From an optimization exercise on the open Yosys and OpenROAD flow, aimed at small area, a short achievable clock period and few clock cycles; shortcuts taken in it are not production practice. Function was checked by simulation only, so behaviour that the tests miss may differ from the original. Power and IR drop assume default switching activity.

run 1:
## Milestone_1
module Milestone_1 (
		input logic Clock_50,
		input logic Resetn,
		input logic M1_Start,
		input logic [15:0] SRAM_read_data,
		output logic M1_Finish,
		output logic [15:0] M1_write_data,
		output logic [17:0] M1_address,
		output logic M1_we_n
);
Size: about 2400 cells after synthesis, ~390 flip-flops, ~55 I/O pins, ~0.025 mm² of cells after synthesis.
export LEC_CHECK = 0
export CAP_MARGIN = 20
export CORE_MARGIN = 2
export CORE_UTILIZATION = 40
export PLACE_DENSITY = 0.6
export SLEW_MARGIN = 20
create_clock -name core_clock -period 12.0 [get_ports {Clock_50}]
standard.sh (not shown) runs the stock make flow with config.mk's settings and CLKGATE_MAP_FILE= SYNTH_SCRIPT=/design/flow/synth_recipe.tcl, a recipe that flattens the netlist after the stock synthesis.
==> flow/flow/run.sh <==
#!/bin/bash
# Standard layout with two changes to how it is made (the clock period and
# constraints stay the design's): timing repair aims for extra setup slack,
# and the port buffers are plain buffers (buf_2) rather than the resizer's
# default pick.
set -euo pipefail
MARGIN=${MARGIN:-8.5}
bash standard.sh SETUP_SLACK_MARGIN=$MARGIN "BUFFER_PORTS_ARGS=-buffer_cell sky130_fd_sc_hd__buf_2" finish > standard_flow.log 2>&1
Run 1 completed every stage of the flow, and the final layout passed the timing, DRC and antenna checks.
Testbench counts of run 1, summed over its fixed seeds: cycles 774,760.
For run 2, these inputs were changed with respect to run 1:
Settings: CORE_UTILIZATION now 70, was 40; PLACE_DENSITY now 0.85, was 0.6.
--- a/flow/flow/run.sh
+++ b/flow/flow/run.sh
@@ -6,3 +6,3 @@
 set -euo pipefail
-MARGIN=${MARGIN:-8.5}
+MARGIN=${MARGIN:-8}
 bash standard.sh SETUP_SLACK_MARGIN=$MARGIN "BUFFER_PORTS_ARGS=-buffer_cell sky130_fd_sc_hd__buf_2" finish > standard_flow.log 2>&1
==> run summary <==
On cell-internal power, run 1 beats run 2. The die area in run 1 is 1.7 times that in run 2. The share of cells above drive strength 1 in run 2 sits 6.1 points below the value recorded for run 1.
Input-level comparison between run 3 and run 2:
Settings: PLACE_DENSITY now 0.6, was 0.85; CORE_UTILIZATION now 40, was 70.
--- a/flow/flow/run.sh
+++ b/flow/flow/run.sh
@@ -6,3 +6,3 @@
 set -euo pipefail
-MARGIN=${MARGIN:-8}
+MARGIN=${MARGIN:-9}
 bash standard.sh SETUP_SLACK_MARGIN=$MARGIN "BUFFER_PORTS_ARGS=-buffer_cell sky130_fd_sc_hd__buf_2" finish > standard_flow.log 2>&1
Results
On routed wire length per instance: between run 3 and run 2, it ends up lower for run 3. Run 3: minimum clock period after layout is 0.18 ns lower than what run 2 reported. Part of the power in the clock network in run 3 vs run 2: down 0.5 points. The routing usage on met2 number comes out higher for run 2 vs run 3. The placed instance count in run 3 was higher than what run 2 gave.
#### Input delta (run 4 over run 3)
Settings: CTS_BUF_LIST: unset -> sky130_fd_sc_hd__clkbuf_4 sky130_fd_sc_hd__clkbuf_8.
--- a/flow/flow/run.sh
+++ b/flow/flow/run.sh
@@ -6,3 +6,3 @@
 set -euo pipefail
-MARGIN=${MARGIN:-9}
+MARGIN=${MARGIN:-8}
 bash standard.sh SETUP_SLACK_MARGIN=$MARGIN "BUFFER_PORTS_ARGS=-buffer_cell sky130_fd_sc_hd__buf_2" finish > standard_flow.log 2>&1
==> run summary <==
The global-route usage over all layers in run 4 sits 0.72 points below the value recorded for run 3. The effective utilization at floorplan on run 3 is in line with that on run 4. Looking at critical-path cell with the highest stage delay, the fa_1 result is from run 3; the dfxtp_2 one comes from run 4. Run 4 against run 3: clock latency reported for the late side of the worst-skew pair went up 0.08 ns; initial antenna violation count went up 2; clock skew went up 0.0098 ns; least setup slack across all paths after layout went down 0.089 ns; filler cell count in the final layout went up 465.
> inputs changed (run 4 -> run 5)
Settings: CTS_BUF_LIST no longer set, was sky130_fd_sc_hd__clkbuf_4 sky130_fd_sc_hd__clkbuf_8.
Results
Worst slew margin relative to its limit: run 5 vs run 4 up 0.69 points
The setup slack of run 5 is larger than that of run 4.
Compared run 5 vs run 4, and non-clock buffer count is up in run 5.
Min share of total power in combinational logic across run 5 and run 4: run 5
Compared run 5 vs run 4, and global-route usage is down in run 5.
On internal portion of total power: between run 5 and run 4, it ends up higher for run 5.
Run 5 has number of clock buffers inserted by TritonCTS below what run 4 had.
Going from run 4 to run 5, sequential share of layout area has decreased; post-synthesis to final-layout area growth went up.
Edits applied to the flow inputs when going from run 5 to run 6:
Settings: changing PLACE_DENSITY from 0.6 to 0.75; changing CORE_UTILIZATION from 40 to 60.
--- outcome ---
Signed area change from the synthesized netlist to the final layout in run 6 vs run 5: down 2.8 points
On run 6: cell count is 9.9% lower than what run 5 gave.
In the reports for run 6 and run 5, the smaller horizontal die dimension belongs to run 6.
On proportion of power drawn by combinational gates, the higher figure sits with run 6, not run 5.
On final area, the higher figure sits with run 5, not run 6.
The faster design of the two is run 5; run 6 tops out lower.
Re global-route wire length before repair: run 6 and run 5 aren't equal, and the higher value belongs to run 5.
Taking run 5 as the reference, in run 6 slew at the pin with the worst max-slew slack saw a decrease; setup slack shows a reduction of 0.12 ns.

==> static timing again, ports no longer ideal <==
No port has a modelled driver above. Below, the same layouts with a new extraction and two added sets of constraints.
Step 1, drivers: a clkbuf_16 drives Clock_50 and a buf_2 each remaining input, both assumed.
Step 2 adds t to the input delays and takes it off the output delays; t is the mean of the earliest and latest rising clock arrival at the registers after step 1. Input paths then give back, and output paths get back, about the clock's delay inside the block.
Three values: ideal, step 1, step 2; two values: the first two.
run	t, ns	slack for setup (ns)	worst setup path at the end	worst register clock-pin slew, ns	cell pins on the clock port's net
run 1	0.650	8.178 / 8.178 / 8.178	register to register	0.07 / 0.07	1
run 2	0.631	7.988 / 7.988 / 7.988	register to register	0.07 / 0.07	1
run 3	0.639	8.165 / 8.165 / 8.165	register to register	0.06 / 0.06	1
run 4	0.706	8.076 / 8.076 / 8.076	register to register	0.07 / 0.07	1
run 5	0.633	8.116 / 8.116 / 8.116	register to register	0.06 / 0.06	1
run 6	0.623	7.992 / 7.992 / 7.992	register to register	0.06 / 0.06	1
After both steps every run listed still meets setup and hold.
